This is an optimization exercise on Yosys and OpenROAD, whose aim is small area and a short achievable clock period, not a production implementation. Function was checked by simulation only, so behaviour that the tests miss may differ from the original. Power figures rest on the tool's default switching activity, not on a simulated workload. The flow treats the clock pin as an ideal source, which a real chip does not have.

P:
## SPI_Wrapper_FINAL
module SPI_Wrapper_FINAL (
    input MOSI , clk , rst , ss_n ,
    output MISO );
wire [0:9] w1_rx_data;
wire [0:7] w2_tx_data;
wire tx_valid_w3;
wire rx_valid_w4;
SPI_SLAVE_FINAL SPI ( .MOSI(MOSI) , 
.clk(clk) , 
.rst(rst) , 
.tx_valid(tx_valid_w3) ,
.ss_n(ss_n) ,
.tx_data(w2_tx_data) , 
.MISO(MISO) , 
.rx_valid(rx_valid_w4) , 
.rx_data(w1_rx_data) );
RAM_FINAL u_Ram ( .clk(clk) ,
.rst(rst) , 
.rx_valid(rx_valid_w4) , 
.din(w1_rx_data) , 
.dout(w2_tx_data) , 
.tx_valid(tx_valid_w3) );
endmodule
export LEC_CHECK = 0
export CAP_MARGIN = 10
export CELL_PAD_IN_SITES_DETAIL_PLACEMENT = 0
export CORE_MARGIN = 2
export CORE_UTILIZATION = 45
export CTS_CLUSTER_DIAMETER = 80
export CTS_CLUSTER_SIZE = 34
export PLACE_DENSITY = 0.65
export SETUP_SLACK_MARGIN = 4.9
export SLEW_MARGIN = 10
create_clock -name core_clock -period 7.5 [get_ports {clk}]
standard.sh (not shown) runs the stock make flow with config.mk's settings and CLKGATE_MAP_FILE= SYNTH_SCRIPT=/design/flow/synth_recipe.tcl, a recipe that flattens the netlist after the stock synthesis.
==> flow/flow/run.sh <==
#!/bin/bash
set -euo pipefail
export CTS_ARGS="-sink_clustering_enable -repair_clock_nets -sink_clustering_size 34 -sink_clustering_max_diameter 80 -dont_use_dummy_load"
bash standard.sh > standard_flow.log 2>&1
Here is what was changed in the inputs of Q compared with P.
Settings: changing CELL_PAD_IN_SITES_DETAIL_PLACEMENT from 0 to 1; changing CTS_CLUSTER_SIZE from 34 to 32; changing CAP_MARGIN from 10 to 15; changing SLEW_MARGIN from 10 to 15; changing CORE_UTILIZATION from 45 to 40.
==> flow/run.sh (new file) <==
#!/bin/bash
# synth_recipe.tcl (not shown) runs the flow's synth.tcl, then flattens the netlist and writes it again
# the make line also repeats each setting of config.mk as NAME=value (left out here)
make -C /OpenROAD-flow-scripts/flow DESIGN_CONFIG=/design/flow/config.mk WORK_HOME=/design/flow/orfs CLKGATE_MAP_FILE= SYNTH_SCRIPT=/design/flow/synth_recipe.tcl finish
removed: flow/flow/run.sh
removed: flow/standard.sh
==> run notes <==
The register clock-pin slew on the reported worst setup and hold paths of P and that of Q are within noise of each other.
Higher number of rows created at floorplan goes to Q over P.
The routed via count divided by cell count of P and that of Q are within noise of each other.
Average instance area after synthesis came out exactly the same in Q and P.
Both conditions hold for Q: the flow ran to the end and the final layout passed the timing, DRC and antenna checks.
On share of the core filled with cells in the final layout, the lower figure sits with Q, not P.
[compare] base=P new=Q: worst path arrival time picked up an extra 60 ps; design area picked up an extra 0.71%; timing-limited maximum frequency decreased 2.0%.

== job 8316 ==
SPI_Wrapper_FINAL again, from the RTL that the note above started with.
Settings: LEC_CHECK=0, CAP_MARGIN=10, CELL_PAD_IN_SITES_DETAIL_PLACEMENT=0, CORE_MARGIN=2, CORE_UTILIZATION=45, CTS_CLUSTER_DIAMETER=90, CTS_CLUSTER_SIZE=30, PLACE_DENSITY=0.65, SETUP_SLACK_MARGIN=4.95, SLEW_MARGIN=10; clock period 7.5 ns.
run.sh (not shown) runs the stock make flow with config.mk's settings and CLKGATE_MAP_FILE= SYNTH_SCRIPT=/design/flow/synth_recipe.tcl, a recipe that flattens the netlist after the stock synthesis.
Stock flow here: none of the scripts above is used.
### job 8316 -> job 7316
- a change of SETUP_SLACK_MARGIN from 4.95 to 4.9
- a change of SLEW_MARGIN from 10 to 15
- a change of CELL_PAD_IN_SITES_DETAIL_PLACEMENT from 0 to 1
- a change of CAP_MARGIN from 10 to 15
- a change of CTS_CLUSTER_SIZE from 30 to 32
- a change of CTS_CLUSTER_DIAMETER from 90 to 80
Notes after the runs:
Job 7316: full flow OK, the timing, DRC and antenna checks passed
Looking at number of fillers in the final layout across job 7316 and job 8316, the one that comes out lower is job 8316.
The total power per unit cell area of job 8316 and that of job 7316 are within noise of each other.
Of job 7316 and job 8316, the run reporting the lower first-pass GRT wire length was job 8316.
For non-clock buffer count, dividing the value from job 8316 by the value from job 7316 gives 1.15.
From job 8316 to job 7316 the numbers moved as follows: clock group total power comparable, final core area utilization flat, post-layout minimum cycle time lost 5.5 ps, sequential share of layout area level.
Comparing job 8316 with job 7316, the overall power came out essentially unchanged.
Job 7316 and job 8316 ended up with nearly the same design area.
~same internal power of the cells in job 7316 and job 8316
The inputs of job 4504 differ from those of job 7316 as listed below.
- a change of CELL_PAD_IN_SITES_DETAIL_PLACEMENT from 1 to 0
- a change of SLEW_MARGIN from 15 to 10
- a change of CAP_MARGIN from 15 to 10
- a change of PLACE_DENSITY from 0.65 to 0.8
==> run notes <==
- Job 4504 against job 7316: clock-cell share of area moved down, largest net degree at the start of global routing went down 46%, relative area of non-clock buffer cells in the final design comparable.
- Job 7316 has lower first-iteration DRC count than job 4504.
Relative to job 4504, the following input files were edited for job 4738:
- CELL_PAD_IN_SITES_DETAIL_PLACEMENT: 0 -> 1
- SETUP_SLACK_MARGIN: 4.9 -> 4.85
- CAP_MARGIN: 10 -> 15
- SLEW_MARGIN: 10 -> 15
- CORE_UTILIZATION: 45 -> 50
- PLACE_DENSITY: 0.8 -> 0.6
--- outcome ---
Sort job 4504 and job 4738 by number of fill cells asc -> top: job 4504. Share of total power in sequential cells, job 4504 and job 4738: lower on job 4738. Job 4738 vs. job 4504: total power went up by 63 uW. Job 4738 vs job 4504, power density of the placed cells went up by 2.0 nW/um^2. Taking job 4504 as the reference, in job 4738 global-route track usage on met3 grew by 0.68 points; via density per instance grew by about 6%.
Edits applied to the flow inputs when going from job 4738 to job 2345:
- swapping 50 for 45 in CORE_UTILIZATION
- swapping 0.6 for 0.65 in PLACE_DENSITY
- swapping 4.85 for 4.9 in SETUP_SLACK_MARGIN
- swapping 80 for 100 in CTS_CLUSTER_DIAMETER
- swapping 15 for 10 in CAP_MARGIN
- swapping 1 for 0 in CELL_PAD_IN_SITES_DETAIL_PLACEMENT
- swapping 15 for 10 in SLEW_MARGIN
==> flow/flow/run.sh (new file) <==
#!/bin/bash
set -euo pipefail
export CTS_ARGS="-sink_clustering_enable -repair_clock_nets -sink_clustering_size 32 -sink_clustering_max_diameter 100 -dont_use_dummy_load"
bash standard.sh > standard_flow.log 2>&1
==> flow/standard.sh (new file) <==
#!/bin/bash
# synth_recipe.tcl (not shown) runs the flow's synth.tcl, then flattens the netlist and writes it again
# the make line also repeats each setting of config.mk as NAME=value (left out here)
make -C /OpenROAD-flow-scripts/flow DESIGN_CONFIG=/design/flow/config.mk WORK_HOME=/design/flow/orfs CLKGATE_MAP_FILE= SYNTH_SCRIPT=/design/flow/synth_recipe.tcl "${@:-finish}"
removed: flow/run.sh
## What came out
[compare] base=job 4738 new=job 2345: clock buffer count in the final layout has decreased, routed wire length on met3 has decreased. | data arrival time of the worst path | job 2345 vs job 4738 | 30 ps lower |. Fraction of the core area covered by cells at the end of the flow in job 2345 vs job 4738: down 5.2 points. Job 2345 | stages: all done | timing, DRC, antenna: all pass.
Modified inputs, job 5904 compared to job 2345
- changing SLEW_MARGIN from 10 to 15
- changing SETUP_SLACK_MARGIN from 4.9 to 4.75
- changing CELL_PAD_IN_SITES_DETAIL_PLACEMENT from 0 to 1
- changing CAP_MARGIN from 10 to 15
- changing CTS_CLUSTER_DIAMETER from 100 to 80
==> flow/run.sh (new file) <==
#!/bin/bash
# synth_recipe.tcl (not shown) runs the flow's synth.tcl, then flattens the netlist and writes it again
# the make line also repeats each setting of config.mk as NAME=value (left out here)
make -C /OpenROAD-flow-scripts/flow DESIGN_CONFIG=/design/flow/config.mk WORK_HOME=/design/flow/orfs CLKGATE_MAP_FILE= SYNTH_SCRIPT=/design/flow/synth_recipe.tcl finish
removed: flow/flow/run.sh
removed: flow/standard.sh
Notes after the runs:
Job 2345 vs job 5904, top routing layer in use: met5 vs met4. Compared with job 2345, job 5904 ends up with a larger final cell area. The higher global-route track usage on met1 of job 5904 and job 2345 is in job 5904. Final total power delta for job 5904 relative to job 2345: 380 uW higher. The setup slack of job 5904 is smaller than that of job 2345. Compared with job 2345, job 5904 shows a synthesis-to-finish area growth that is 0.56 points higher. In job 5904, global routing met2 resource utilization is higher than in job 2345. Delta (job 5904 minus job 2345): number of nets still failing antenna checks after routing level, share of the clock period used by the worst path after layout closely matched the old numbers.

-- re-timing with driven ports --
Ports are ideal in the flow. The routed layouts listed here were re-timed in OpenROAD. Step 1 assumes that a clkbuf_16 drives the clock port and a buf_2 every other input. Step 2 adds t to the input delays and takes it off the output delays; t is the mean of the earliest and latest rising clock arrival at the registers after step 1. Input paths then give back, and output paths get back, about the clock's delay inside the block. Three values: no drivers, after step 1, after step 2; two values: the first two.
run	shift t [ns]	slack for setup (ns)	hold slack, ns	latest minus earliest clock arrival (ns)	worst slew at a driven data input, ns
P	0.710	4.878 / 4.804 / 4.510	0.259 / 0.259 / 0.259	0.091 / 0.091	0.03
Q	0.732	4.824 / 4.756 / 4.488	0.315 / 0.315 / 0.315	0.045 / 0.046	0.04
job 8316	0.738	4.828 / 4.754 / 4.514	0.313 / 0.313 / 0.313	0.048 / 0.048	0.03
job 7316	0.724	4.833 / 4.771 / 4.471	0.316 / 0.316 / 0.316	0.042 / 0.042	0.03
job 4504	0.748	4.808 / 4.737 / 4.321	0.317 / 0.317 / 0.317	0.042 / 0.042	0.03
job 4738	0.732	4.821 / 4.756 / 4.253	0.317 / 0.317 / 0.317	0.034 / 0.034	0.04
job 2345	0.707	4.849 / 4.781 / 4.518	0.291 / 0.291 / 0.291	0.067 / 0.066	0.03
job 5904	0.722	4.838 / 4.777 / 4.246	0.316 / 0.316 / 0.316	0.047 / 0.047	0.03
After both steps every run listed still meets setup and hold. The setup slack of job 5904, which loses most, moves by -0.061 ns with the drivers and by -0.592 ns with both steps.
